Source: an optimization exercise on an open RTL-to-GDS flow (aim: small area). Production flows keep margins and buffers that such runs may drop. Where RTL was checked, it was by simulation tests only, not by an equivalence proof against the original.

## run F
Design rgb_to_ycrcb_converter, start of the top module:
module rgb_to_ycrcb_converter
#(
	parameter DATAIN_WIDTH 	= 32,
	parameter DATAOUT_WIDTH = 32
)
(
	input		clk		,
	input		rst		,
	input      	[DATAIN_WIDTH-1:0]	datain	,
	input             		datain_valid	,
	output	reg		datain_ready			,
	output      	[DATAOUT_WIDTH-1:0]	dataout			,
	output  reg           		dataout_valid ,
	input				dataout_ready
);
Size: about 55 flip-flops.
export LEC_CHECK = 0
export CAP_MARGIN = 20
export CORE_MARGIN = 2
export CORE_UTILIZATION = 40
export GPL_TIMING_DRIVEN = 0
export SLEW_MARGIN = 20
export SYNTH_HIERARCHICAL = 1
create_clock -name core_clock -period 10.0 [get_ports {clk}]
standard.sh (not shown) runs the stock make flow with config.mk's settings and CLKGATE_MAP_FILE= SYNTH_SCRIPT=/design/flow/synth_recipe.tcl, a recipe that flattens the netlist after the stock synthesis.
==> flow/flow/run.sh <==
#!/bin/bash
set -euo pipefail
export BUFFER_PORTS_ARGS="-buffer_cell sky130_fd_sc_hd__buf_1"
export REMOVE_ABC_BUFFERS=1
export SKIP_REPAIR_TIE_FANOUT=1
export RECOVER_POWER=100
export CTS_ARGS="-sink_clustering_enable -repair_clock_nets -dont_use_dummy_load -buf_list sky130_fd_sc_hd__clkbuf_16 -root_buf sky130_fd_sc_hd__clkbuf_16 -sink_clustering_size 60 -sink_clustering_max_diameter 500"
bash standard.sh finish > standard_flow.log 2>&1
> inputs changed (run F -> run D)
- CORE_UTILIZATION: 40 -> 65
==> flow/flow/run.sh <==
#!/bin/bash
set -euo pipefail
export BUFFER_PORTS_ARGS="-buffer_cell sky130_fd_sc_hd__buf_1"
export REMOVE_ABC_BUFFERS=1
export SKIP_REPAIR_TIE_FANOUT=1
export RECOVER_POWER=100
export CTS_ARGS="-sink_clustering_enable -repair_clock_nets -dont_use_dummy_load"
bash standard.sh finish > standard_flow.log 2>&1
Any difference in insertion delay to the later sink of the worst-skew pair between run D and run F is small enough to ignore. Run F leaves less setup margin than run D. When run D is set beside run F, its first-iteration DRC count turns out to be 1.7% larger. Run D vs. run F: final area has decreased, global-route usage shows an increase of 6.6 points.


main:
rgb_to_ycrcb_converter, a different RTL version from the one above (not shown whole).
Size: roughly 300 cells after synthesis, roughly 70 I/O pins, roughly 4100 um2 of cells after synthesis.
==> flow/config.mk <==
export PLATFORM = sky130hd
export DESIGN_NAME = rgb_to_ycrcb_converter
export DESIGN_NICKNAME = rgb_to_ycrcb_converter
export VERILOG_FILES = /design/flow/design.v
export SDC_FILE = /design/flow/constraint.sdc
export NUM_CORES = 4
export LEC_CHECK = 0
export CAP_MARGIN = 20
export CORE_MARGIN = 2
export CORE_UTILIZATION = 40
export SLEW_MARGIN = 20
export SYNTH_HIERARCHICAL = 1
==> flow/constraint.sdc <==
create_clock -name core_clock -period 10.0 [get_ports {clk}]
set_input_delay 2.0000 -clock core_clock [delete_from_list [all_inputs] [get_ports {clk}]]
set_output_delay 2.0000 -clock core_clock [all_outputs]
set_load 0.01 [all_outputs]
==> flow/flow/run.sh <==
#!/bin/bash
set -euo pipefail
export BUFFER_PORTS_ARGS="-buffer_cell sky130_fd_sc_hd__buf_1"
bash standard.sh finish > standard_flow.log 2>&1
Looking at the reports, main completed the entire flow and the layout it produced met the timing, design-rule and antenna checks.
## Diff of input files: the feature branch against main
Settings: GPL_TIMING_DRIVEN newly set to 0.
==> notes.md <==
Per the final summary, the feature branch finished and its layout is clean on timing, DRC and antenna.
Delta (the feature branch minus main): post-route standard cell area excluding fillers increased by 0.50% relative to the old numbers; share of the clock period used by the worst path after layout increased by 0.37 points relative to the old numbers; first-pass GRT wire length decreased by about 2% relative to the old numbers; final cell count without fillers closely matched the old numbers.
Per the comparison of the feature branch with main, met2 wirelength from detailed routing went down.
Taking main as the reference, in the feature branch sequential share of layout area held steady, sum of overflow across all layers after global routing was more or less identical, number of violations of the max-capacitance limit was more or less identical.


## red
rgb_to_ycrcb_converter, a different RTL version from the one above (not shown whole).
For scale: about 290 cells after synthesis, roughly 53 flip-flops, about 70 I/O pins, roughly 4100 um2 of cells after synthesis.
export LEC_CHECK = 0
export CAP_MARGIN = 20
export CORE_MARGIN = 2
export CORE_UTILIZATION = 40
export SLEW_MARGIN = 20
export SYNTH_HIERARCHICAL = 1
create_clock -name core_clock -period 10.0 [get_ports {clk}]
Scripts as last shown in full above: flow/flow/run.sh
What blue does differently from red at the input level:
# red
export LEC_CHECK = 0
export CAP_MARGIN = 20
export CORE_MARGIN = 2
export CORE_UTILIZATION = 40
export SLEW_MARGIN = 20
export SYNTH_HIERARCHICAL = 1
create_clock -name core_clock -period 10.0 [get_ports {clk}]
# blue
export LEC_CHECK = 0
export CAP_MARGIN = 20
export CORE_MARGIN = 2
export CORE_UTILIZATION = 40
export GPL_TIMING_DRIVEN = 0
export SLEW_MARGIN = 20
export SYNTH_HIERARCHICAL = 1
create_clock -name core_clock -period 10.0 [get_ports {clk}]
==> flow/flow/run.sh <==
#!/bin/bash
set -euo pipefail
export BUFFER_PORTS_ARGS="-buffer_cell sky130_fd_sc_hd__buf_1"
export REMOVE_ABC_BUFFERS=1
bash standard.sh finish > standard_flow.log 2>&1
==> comparison <==
- blue was carried through to the last stage, and its layout satisfied the timing, design-rule and antenna checks.
- Higher cell area reported after detailed placement was reported by red, not blue.
- Relative to red, number of gates given a new drive strength after cts has gone up in blue.
- In the metrics for blue and red, the one carrying the higher sum of met3 wire segment lengths after detailed routing is red.
- As far as placement row count goes, blue and red are indistinguishable; the numbers are identical.
- blue and red ended up with nearly the same wire length of the first global-routing pass.
- There was hardly any difference in hold violation total from the final report between red and blue.
No run of this note included a check of the RTL's function; only the layout flow was run.


RTL: one of the versions met above, not the one the previous note started from.
Size: roughly 290 cells after synthesis, roughly 55 flip-flops, roughly 70 I/O pins, about 0.0041 mm^2 of cells after synthesis.
Settings: LEC_CHECK=0, CAP_MARGIN=20, CORE_MARGIN=2, CORE_UTILIZATION=40, GPL_TIMING_DRIVEN=0, SLEW_MARGIN=20, SYNTH_HIERARCHICAL=1; clock period 10.0 ns.
==> flow/flow/run.sh <==
#!/bin/bash
set -euo pipefail
export BUFFER_PORTS_ARGS="-buffer_cell sky130_fd_sc_hd__buf_1"
export REMOVE_ABC_BUFFERS=1
export SKIP_REPAIR_TIE_FANOUT=1
export RECOVER_POWER=100
export CTS_ARGS="-sink_clustering_enable -repair_clock_nets -dont_use_dummy_load -buf_list sky130_fd_sc_hd__clkbuf_4 -root_buf sky130_fd_sc_hd__clkbuf_8 -sink_clustering_size 10"
bash standard.sh finish > standard_flow.log 2>&1
The baseline produced a clean layout.
Rerun with:
==> flow/flow/run.sh (replaced) <==
#!/bin/bash
set -euo pipefail
export BUFFER_PORTS_ARGS="-buffer_cell sky130_fd_sc_hd__buf_1"
export REMOVE_ABC_BUFFERS=1
export CTS_ARGS="-sink_clustering_enable -repair_clock_nets -dont_use_dummy_load"
bash standard.sh finish > standard_flow.log 2>&1
Utilization is higher by 0.45 points.
Design area increases slightly.
Synthesized area stays the same.
Hold slack stays flat.
Worst setup slack is better by 0.0036 ns.
Critical path depth stays the same.
Routed wire length came out lower by a few percent.
Count of clock-buffer cells in the layout does not change.
Maximum frequency barely changes.
Rerun with:
==> flow/flow/run.sh (replaced) <==
#!/bin/bash
set -euo pipefail
export BUFFER_PORTS_ARGS="-buffer_cell sky130_fd_sc_hd__buf_1"
export REMOVE_ABC_BUFFERS=1
export SKIP_REPAIR_TIE_FANOUT=1
export CTS_ARGS="-sink_clustering_enable -repair_clock_nets -dont_use_dummy_load"
bash standard.sh finish > standard_flow.log 2>&1
The changed run passed the timing, design-rule and antenna checks.
Sequential share of layout area rises by 0.15 points.
Clock-buffer cell count does not change.
Setup slack is worse by 0.0036 ns.
Die area does not change.
Rerun with:
--- a/flow/flow/run.sh
+++ b/flow/flow/run.sh
@@ -4,4 +4,5 @@
 export REMOVE_ABC_BUFFERS=1
 export SKIP_REPAIR_TIE_FANOUT=1
+export RECOVER_POWER=100
 export CTS_ARGS="-sink_clustering_enable -repair_clock_nets -dont_use_dummy_load"
 bash standard.sh finish > standard_flow.log 2>&1
Result:
- core utilization decreases by 0.18 points
- design area decreases by 0.40%
- wire length is about the same
- clock-buffer cell count does not change
- global-route usage stays the same
- die area stays the same


## v23
Another version of the RTL of rgb_to_ycrcb_converter (not shown whole).
For scale: about 290 cells after synthesis, ~53 flip-flops, about 4100 um2 of cells after synthesis.
==> flow/config.mk <==
export PLATFORM = sky130hd
export DESIGN_NAME = rgb_to_ycrcb_converter
export DESIGN_NICKNAME = rgb_to_ycrcb_converter
export VERILOG_FILES = /design/flow/design.v
export SDC_FILE = /design/flow/constraint.sdc
export NUM_CORES = 4
export LEC_CHECK = 0
export CAP_MARGIN = 20
export CORE_MARGIN = 2
export CORE_UTILIZATION = 40
export CTS_CLUSTER_DIAMETER = 200
export CTS_CLUSTER_SIZE = 60
export SLEW_MARGIN = 20
export SYNTH_HIERARCHICAL = 1
==> flow/constraint.sdc <==
create_clock -name core_clock -period 10.0 [get_ports {clk}]
set_input_delay 2.0000 -clock core_clock [delete_from_list [all_inputs] [get_ports {clk}]]
set_output_delay 2.0000 -clock core_clock [all_outputs]
set_load 0.01 [all_outputs]
==> flow/flow/run.sh <==
#!/bin/bash
set -euo pipefail
export BUFFER_PORTS_ARGS="-buffer_cell sky130_fd_sc_hd__buf_1"
bash standard.sh finish > standard_flow.log 2>&1
v23 has completed all stages; timing, DRC and antenna checks passed.
Setup changes, v23 to v5
Settings: CTS_CLUSTER_DIAMETER no longer set, was 200; CTS_CLUSTER_SIZE no longer set, was 60.
[summary]
v23 -> v5: area taken by multi-input logic gates delta 0, exact match. v5 and v23 ended up with roughly the same synthesized instance count.
Input changes introduced in v7 (baseline for comparison: v5):
Settings: setting PLACE_DENSITY to 0.75 for the first time; changing CORE_UTILIZATION from 40 to 60.
- Density: v7 denser than v5
- Measured against each other, v7 and v5 differ in sequential fraction of total cell area, the lower figure coming from v5.
- Re post-layout minimum cycle time: v7 is 0.013 ns down on v5.
> inputs changed (v7 -> v19)
Settings: a change of CORE_UTILIZATION from 60 to 40; an added GPL_TIMING_DRIVEN of 0; a deleted PLACE_DENSITY that had been 0.75.
==> flow/flow/run.sh <==
#!/bin/bash
set -euo pipefail
export BUFFER_PORTS_ARGS="-buffer_cell sky130_fd_sc_hd__buf_1"
export REMOVE_ABC_BUFFERS=1
bash standard.sh finish > standard_flow.log 2>&1
--- outcome ---
- Status | v19 and v7 | clean
- Number of clock-tree buffers in the layout came out exactly the same in v19 and v7.
- Going from v7 to v19, global-route wire length before repair increased by 3.2% relative to the old numbers; global-route track usage on met3 now smaller; via count shrank by 16.
- Detailed-routing wirelength on met1: v19 > v7
- Per the comparison of v19 with v7, setup slack of the critical path after layout down 0.060 ns, floorplan core area up 3100 um2.


rgb_to_ycrcb_converter, a different RTL version from the one above (not shown whole).
Size: ~310 cells after synthesis.
clock: 10.0 ns
lec_check: 0
cap_margin: 20
core_margin: 2
core_utilization: 40
slew_margin: 20
synth_hierarchical: 1
==> flow/flow/run.sh <==
#!/bin/bash
set -euo pipefail
export BUFFER_PORTS_ARGS="-buffer_cell sky130_fd_sc_hd__buf_1"
bash standard.sh finish > standard_flow.log 2>&1
The first run finished clean.
Edit:
==> flow/run.sh (new file) <==
#!/bin/bash
# synth_recipe.tcl (not shown) runs the flow's synth.tcl, then flattens the netlist and writes it again
# the make line also repeats each setting of config.mk as NAME=value (left out here)
make -C /OpenROAD-flow-scripts/flow DESIGN_CONFIG=/design/flow/config.mk WORK_HOME=/design/flow/orfs CLKGATE_MAP_FILE= SYNTH_SCRIPT=/design/flow/synth_recipe.tcl finish
removed: flow/flow/run.sh
removed: flow/standard.sh
What happened:
- via count drops slightly
- final cell count drops slightly


Another version of the RTL of rgb_to_ycrcb_converter (not shown whole).
Size in the first run: about 70 I/O pins.
## rgb_to_ycrcb_converter
module rgb_to_ycrcb_converter
#(
	parameter DATAIN_WIDTH 	= 32,
	parameter DATAOUT_WIDTH = 32
)
(
	input		clk		,
	input		rst		,
	input      	[DATAIN_WIDTH-1:0]	datain	,
	input             		datain_valid	,
	output	reg		datain_ready			,
	output      	[DATAOUT_WIDTH-1:0]	dataout			,
	output  reg           		dataout_valid ,
	input				dataout_ready
);
export LEC_CHECK = 0
export CAP_MARGIN = 20
export CORE_MARGIN = 2
export CORE_UTILIZATION = 40
export SLEW_MARGIN = 20
export SYNTH_HIERARCHICAL = 1
create_clock -name core_clock -period 10.0 [get_ports {clk}]
==> flow/flow/run.sh <==
#!/bin/bash
set -euo pipefail
export BUFFER_PORTS_ARGS="-buffer_cell sky130_fd_sc_hd__buf_1"
bash standard.sh finish > standard_flow.log 2>&1
The baseline produced a clean layout.
Then changed:
==> flow/flow/run.sh (replaced) <==
#!/bin/bash
set -euo pipefail
export BUFFER_PORTS_ARGS="-buffer_cell sky130_fd_sc_hd__buf_1"
export REMOVE_ABC_BUFFERS=1
export SKIP_REPAIR_TIE_FANOUT=1
export CTS_ARGS="-sink_clustering_enable -repair_clock_nets -dont_use_dummy_load"
bash standard.sh finish > standard_flow.log 2>&1
GPL_TIMING_DRIVEN = 0   (was unset)
The changed run went through all stages and came out clean.
Clock skew hardly moves.
Worst setup slack improves by 50 ps.
Clock-buffer cell count came out lower by 1.
Then changed:
--- a/flow/flow/run.sh
+++ b/flow/flow/run.sh
@@ -4,3 +4,2 @@
 export REMOVE_ABC_BUFFERS=1
-export SKIP_REPAIR_TIE_FANOUT=1
 export CTS_ARGS="-sink_clustering_enable -repair_clock_nets -dont_use_dummy_load"
GPL_TIMING_DRIVEN = unset   (was 0)
Final area rose slightly.
Wire length rose slightly.
Utilization rose by 0.26 points.
Global-route usage fell by 0.21 points.
Count of clock-buffer cells in the layout does not change.

-- static timing again, ports no longer ideal --
Ports are ideal in the flow. The routed layouts listed here were re-timed in OpenROAD.
Step 1, drivers: a clkbuf_16 drives clk and a buf_2 each remaining input, both assumed.
Step 2, shift: input delay + t, output delay - t, t = (earliest + latest rising clock arrival at the registers) / 2. This alone moves slack from input paths to output paths.
Slacks: no drivers / after step 1 / after step 2; pairs: no drivers / after step 1.
| run | t, ns | setup slack, ns | worst setup path at the end | slew at the worst register clock pin (ns) |
|---|---|---|---|---|
| run F | 0.317 | 0.601 / 0.567 / 0.884 | register to output | 0.07 / 0.07 |
| run D | 0.320 | 0.615 / 0.588 / 0.908 | register to output | 0.10 / 0.10 |
| main | 0.326 | 0.281 / 0.281 / 0.281 | register to register | 0.11 / 0.11 |
| the feature branch | 0.331 | 0.244 / 0.244 / 0.244 | register to register | 0.10 / 0.10 |
| red | 0.347 | 0.155 / 0.123 / 0.392 | register to register | 0.10 / 0.10 |
| blue | 0.343 | 0.142 / 0.109 / 0.348 | register to register | 0.11 / 0.11 |
| the first run of note 4 | 0.328 | 0.569 / 0.543 / 0.871 | register to output | 0.09 / 0.09 |
| the second run of note 4 | 0.324 | 0.573 / 0.547 / 0.871 | register to output | 0.09 / 0.09 |
| the third run of note 4 | 0.328 | 0.569 / 0.543 / 0.871 | register to output | 0.09 / 0.09 |
| the fourth run of note 4 | 0.328 | 0.569 / 0.543 / 0.871 | register to output | 0.09 / 0.09 |
| v23 | 0.330 | 0.210 / 0.184 / 0.364 | register to register | 0.10 / 0.10 |
| v5 | 0.330 | 0.210 / 0.184 / 0.364 | register to register | 0.10 / 0.10 |
| v7 | 0.331 | 0.223 / 0.197 / 0.357 | register to register | 0.11 / 0.11 |
| v19 | 0.328 | 0.163 / 0.135 / 0.418 | register to register | 0.10 / 0.10 |
| the first run of note 6 | 0.331 | 0.279 / 0.279 / 0.279 | register to register | 0.09 / 0.09 |
| the second run of note 6 | 0.330 | 0.248 / 0.248 / 0.248 | register to register | 0.09 / 0.09 |
| the first run of note 7 | 0.328 | 0.548 / 0.518 / 0.846 | register to output | 0.10 / 0.10 |
| the second run of note 7 | 0.327 | 0.598 / 0.568 / 0.895 | register to output | 0.09 / 0.09 |
| the third run of note 7 | 0.330 | 0.545 / 0.516 / 0.845 | register to output | 0.09 / 0.09 |
After both steps every run listed still meets setup and hold.
